From an optimization exercise on the open Yosys and OpenROAD flow, aimed at small area and a short achievable clock period; shortcuts taken in it are not production practice.
In this exercise RTL edits were held to simulation tests only and were not proved equivalent to the original.

==> flow/design.v (excerpt) <==
module Posit_Adder(A1,B1,clk, reset,OUT);
  input  [0:31] A1, B1;
  input  clk, reset;
  output reg [0:31] OUT;
  reg [31:0] a, b;           
  reg        r1, r2;         
  reg [24:0] s2_fl;          
  reg [27:0] s2_xs;          
  reg        s2_ci;          
  reg [9:0]  s2_sc;          
  reg        s2_s;           
  reg        s2_k;           
  function [30:0] cneg;
    input s;
    input [30:0] x;
    integer i;
    reg p;
    begin
      p = 1'b0;
      for (i = 0; i < 31; i = i + 1) begin
        cneg[i] = x[i] ^ (s & p);
        p = p | x[i];
      end
    end
  endfunction
  function [30:0] cnegf;
    input s;
    input [30:0] x;
    integer i;
    reg [3:0] bo;
    reg p, q;
    begin
      for (i = 0; i < 4; i = i + 1)
        bo[i] = |(({1'b0, x} >> (8 * i)) & 32'hFF);
      q = 1'b0;
      for (i = 0; i < 31; i = i + 1) begin
        if (i % 8 == 0) begin
          p = q;
          q = q | bo[i / 8];
        end
        cnegf[i] = x[i] ^ (s & p);
        p = p | x[i];
      end
    end
  endfunction
  function [38:0] strip;
    input [30:0] m;
    reg rb;
    reg [29:0] v;
    reg [4:0] c;
    begin
      rb = m[30];
      v = m[29:0];
      c = 5'd0;
      if (v[29:14] == {16{rb}}) begin v = {v[13:0], 16'd0}; c[4] = 1'b1; end
      if (v[29:22] == {8{rb}})  begin v = {v[21:0], 8'd0};  c[3] = 1'b1; end
      if (v[29:26] == {4{rb}})  begin v = {v[25:0], 4'd0};  c[2] = 1'b1; end
      if (v[29:28] == {2{rb}})  begin v = {v[27:0], 2'd0};  c[1] = 1'b1; end
      if (v[29] == rb)          begin v = {v[28:0], 1'd0};  c[0] = 1'b1; end
      strip = {~rb, c ^ {5{~rb}}, v[28:25], v[28:0]};
    end
  endfunction
  function [13:0] radd14;
    input [13:0] x;
    input [13:0] y;
    input ci;
    integer i;
    reg c;
    begin
      c = ci;
      for (i = 0; i < 14; i = i + 1) begin
        radd14[i] = x[i] ^ y[i] ^ c;
        c = (x[i] & y[i]) | (x[i] & c) | (y[i] & c);
      end
    end
  endfunction
  function carry14;
    input [13:0] x;
    input [13:0] y;
    input ci;
    integer i;
    reg c;
    begin
      c = ci;
      for (i = 0; i < 14; i = i + 1)
        c = (x[i] & y[i]) | (x[i] & c) | (y[i] & c);
      carry14 = c;
    end
  endfunction
  ...
Settings: LEC_CHECK=0, CAP_MARGIN=5, CORE_MARGIN=2, CORE_UTILIZATION=40, CTS_BUF_LIST=sky130_fd_sc_hd__clkbuf_8, SLEW_MARGIN=5; clock period 120.0 ns.
standard.sh (not shown) runs the stock make flow with config.mk's settings and CLKGATE_MAP_FILE= SYNTH_SCRIPT=/design/flow/synth_recipe.tcl, a recipe that flattens the netlist after the stock synthesis.
==> flow/flow/run.sh <==
#!/bin/bash
# Layout flow: the standard flow (standard.sh), with one change in
# synthesis: ABC restructures the logic (&dc2, &syn3, &dch), maps it with an
# area-oriented mapper (amap), then
# resizes gates for delay, then downsizes gates off the critical
# paths. Registers, their names and cells are
# those of the standard synthesis, which runs unchanged up to the ABC call.
# Placement buffers each port with buf_1 instead of the default buffer.
set -euo pipefail
W=$(pwd)

cp "$W/flow/abc_map.script" "$W/abc_map.script"

# synth_recipe.tcl with ABC's script replaced by ours
{
  printf '%s\n' "proc abc {args} {" \
    "  set i [lsearch -exact \$args -script]" \
    "  if {\$i >= 0} { lset args [expr {\$i + 1}] {$W/abc_map.script} }" \
    "  yosys abc {*}\$args" \
    "}"
  cat "$W/synth_recipe.tcl"
} > "$W/flow_synth.tcl"

grep -q "$W/synth_recipe.tcl" "$W/standard.sh"
sed "s#$W/synth_recipe.tcl#$W/flow_synth.tcl#g" "$W/standard.sh" > "$W/flow_standard.sh"

# every port still gets its own buffer, the smallest one
bash "$W/flow_standard.sh" "BUFFER_PORTS_ARGS=-buffer_cell sky130_fd_sc_hd__buf_1" finish \
  > "$W/flow_make.log" 2>&1
test -f "$W/out/final.def"
==> flow/flow/abc_map.script <==
&get -n
&st
&dc2
&syn3
&dch
&put
amap
topo
stime -c
upsize -c
dnsize -c
stime -c
dnsize -c -D 20000 -I 20
stime -c
Change:
--- a/flow/flow/run.sh
+++ b/flow/flow/run.sh
@@ -3,5 +3,5 @@
 # synthesis: ABC restructures the logic (&dc2, &syn3, &dch), maps it with an
 # area-oriented mapper (amap), then
-# resizes gates for delay, then downsizes gates off the critical
+# buffers and resizes gates for delay, then downsizes gates off the critical
 # paths. Registers, their names and cells are
 # those of the standard synthesis, which runs unchanged up to the ABC call.
==> flow/flow/abc_map.script (replaced) <==
&get -n
&st
&dc2
&syn3
&dch
&put
amap
topo
stime -c
buffer -c
upsize -c
dnsize -c
stime -c
dnsize -c -D 20000 -I 20
stime -c
Settings changed: CAP_MARGIN 5 to 20, CORE_UTILIZATION 40 to 60, SLEW_MARGIN 5 to 20.
=>
- sequential share of layout area went up by 0.27 points
- setup slack barely changes
- die area went down by about 30%
- clock skew went up by 0.013 ns
- fmax hardly moves
- utilization went up by 19 points
- first-iteration DRC count went up by 14%
- non-clock buffer count went down by 3
- worst hold slack gains 0.028 ns
Change:
--- a/flow/flow/run.sh
+++ b/flow/flow/run.sh
@@ -1,8 +1,7 @@
 #!/bin/bash
 # Layout flow: the standard flow (standard.sh), with one change in
-# synthesis: ABC restructures the logic (&dc2, &syn3, &dch), maps it with an
+# synthesis: ABC restructures the logic (&dc2, &syn2, &dch), maps it with an
 # area-oriented mapper (amap), then
-# buffers and resizes gates for delay, then downsizes gates off the critical
-# paths. Registers, their names and cells are
+# buffers and resizes gates for delay. Registers, their names and cells are
 # those of the standard synthesis, which runs unchanged up to the ABC call.
 # Placement buffers each port with buf_1 instead of the default buffer.
==> flow/flow/abc_map.script (replaced) <==
&get -n
&st
&dc2
&syn2
&dch -f
&put
amap
topo
stime -c
buffer -c
upsize -c
dnsize -c
Settings changed: CORE_UTILIZATION 60 to 40, CTS_BUF_LIST sky130_fd_sc_hd__clkbuf_8 to unset.
=> Worst setup slack gains 0.065 ns. Synthesized cell count rose by 7.8%. Hold slack loses 0.045 ns. Cell area rose by 11%. Area after synthesis rose by 11%. Register-to-register slack gains 2.3 ns. Die area rose by 64%. Non-clock buffer count fell by 5. Fmax hardly moves.
Change:
--- a/flow/flow/run.sh
+++ b/flow/flow/run.sh
@@ -1,7 +1,8 @@
 #!/bin/bash
 # Layout flow: the standard flow (standard.sh), with one change in
-# synthesis: ABC restructures the logic (&dc2, &syn2, &dch), maps it with an
+# synthesis: ABC restructures the logic (&dc2, &syn3, &dch), maps it with an
 # area-oriented mapper (amap), then
-# buffers and resizes gates for delay. Registers, their names and cells are
+# resizes gates for delay, then downsizes gates off the critical
+# paths. Registers, their names and cells are
 # those of the standard synthesis, which runs unchanged up to the ABC call.
 # Placement buffers each port with buf_1 instead of the default buffer.
==> flow/flow/abc_map.script (replaced) <==
&get -n
&st
&dc2
&syn3
&dch
&put
amap
topo
stime -c
upsize -c
dnsize -c
stime -c
dnsize -c -D 20000 -I 20
stime -c
Settings changed: CTS_BUF_LIST set to sky130_fd_sc_hd__clkbuf_8, CTS_CLUSTER_DIAMETER set to 100, CTS_CLUSTER_SIZE set to 30.
Effect:
- final cell count went down by 6.5%
- area after synthesis came out lower by 13%

-- separate check: timing with driven ports --
In the flow no input, the clock included, has a driving cell. The finished layouts below were timed again as built, in two steps.
Step 1, drivers: a clkbuf_16 drives clk and a buf_2 each remaining input, both assumed.
Step 2 times the ports against the registers' clock, not the clock port: input delays grow and output delays shrink by t, the midpoint of the rising clock arrivals with the driver on.
a / b / c = ideal / step 1 / step 2; a / b = the first two.
| run | shift t [ns] | setup slack, ns | worst setup path after step 2 | clock arrival spread, ns | worst slew at a driven data input, ns |
|---|---|---|---|---|---|
| the first run | 0.547 | 94.994 / 94.945 / 94.894 | input to register | 0.022 / 0.022 | 0.04 |
| the second run | 0.517 | 94.995 / 94.948 / 94.781 | input to register | 0.035 / 0.034 | 0.03 |
| the third run | 0.512 | 95.060 / 95.007 / 94.763 | input to register | 0.015 / 0.014 | 0.03 |
| the fourth run | 0.543 | 94.999 / 94.950 / 94.903 | input to register | 0.022 / 0.022 | 0.04 |
After both steps setup and hold are still met in every run listed. The setup slack of the third run, which loses most, moves by -0.053 ns with the drivers and by -0.297 ns with both steps.
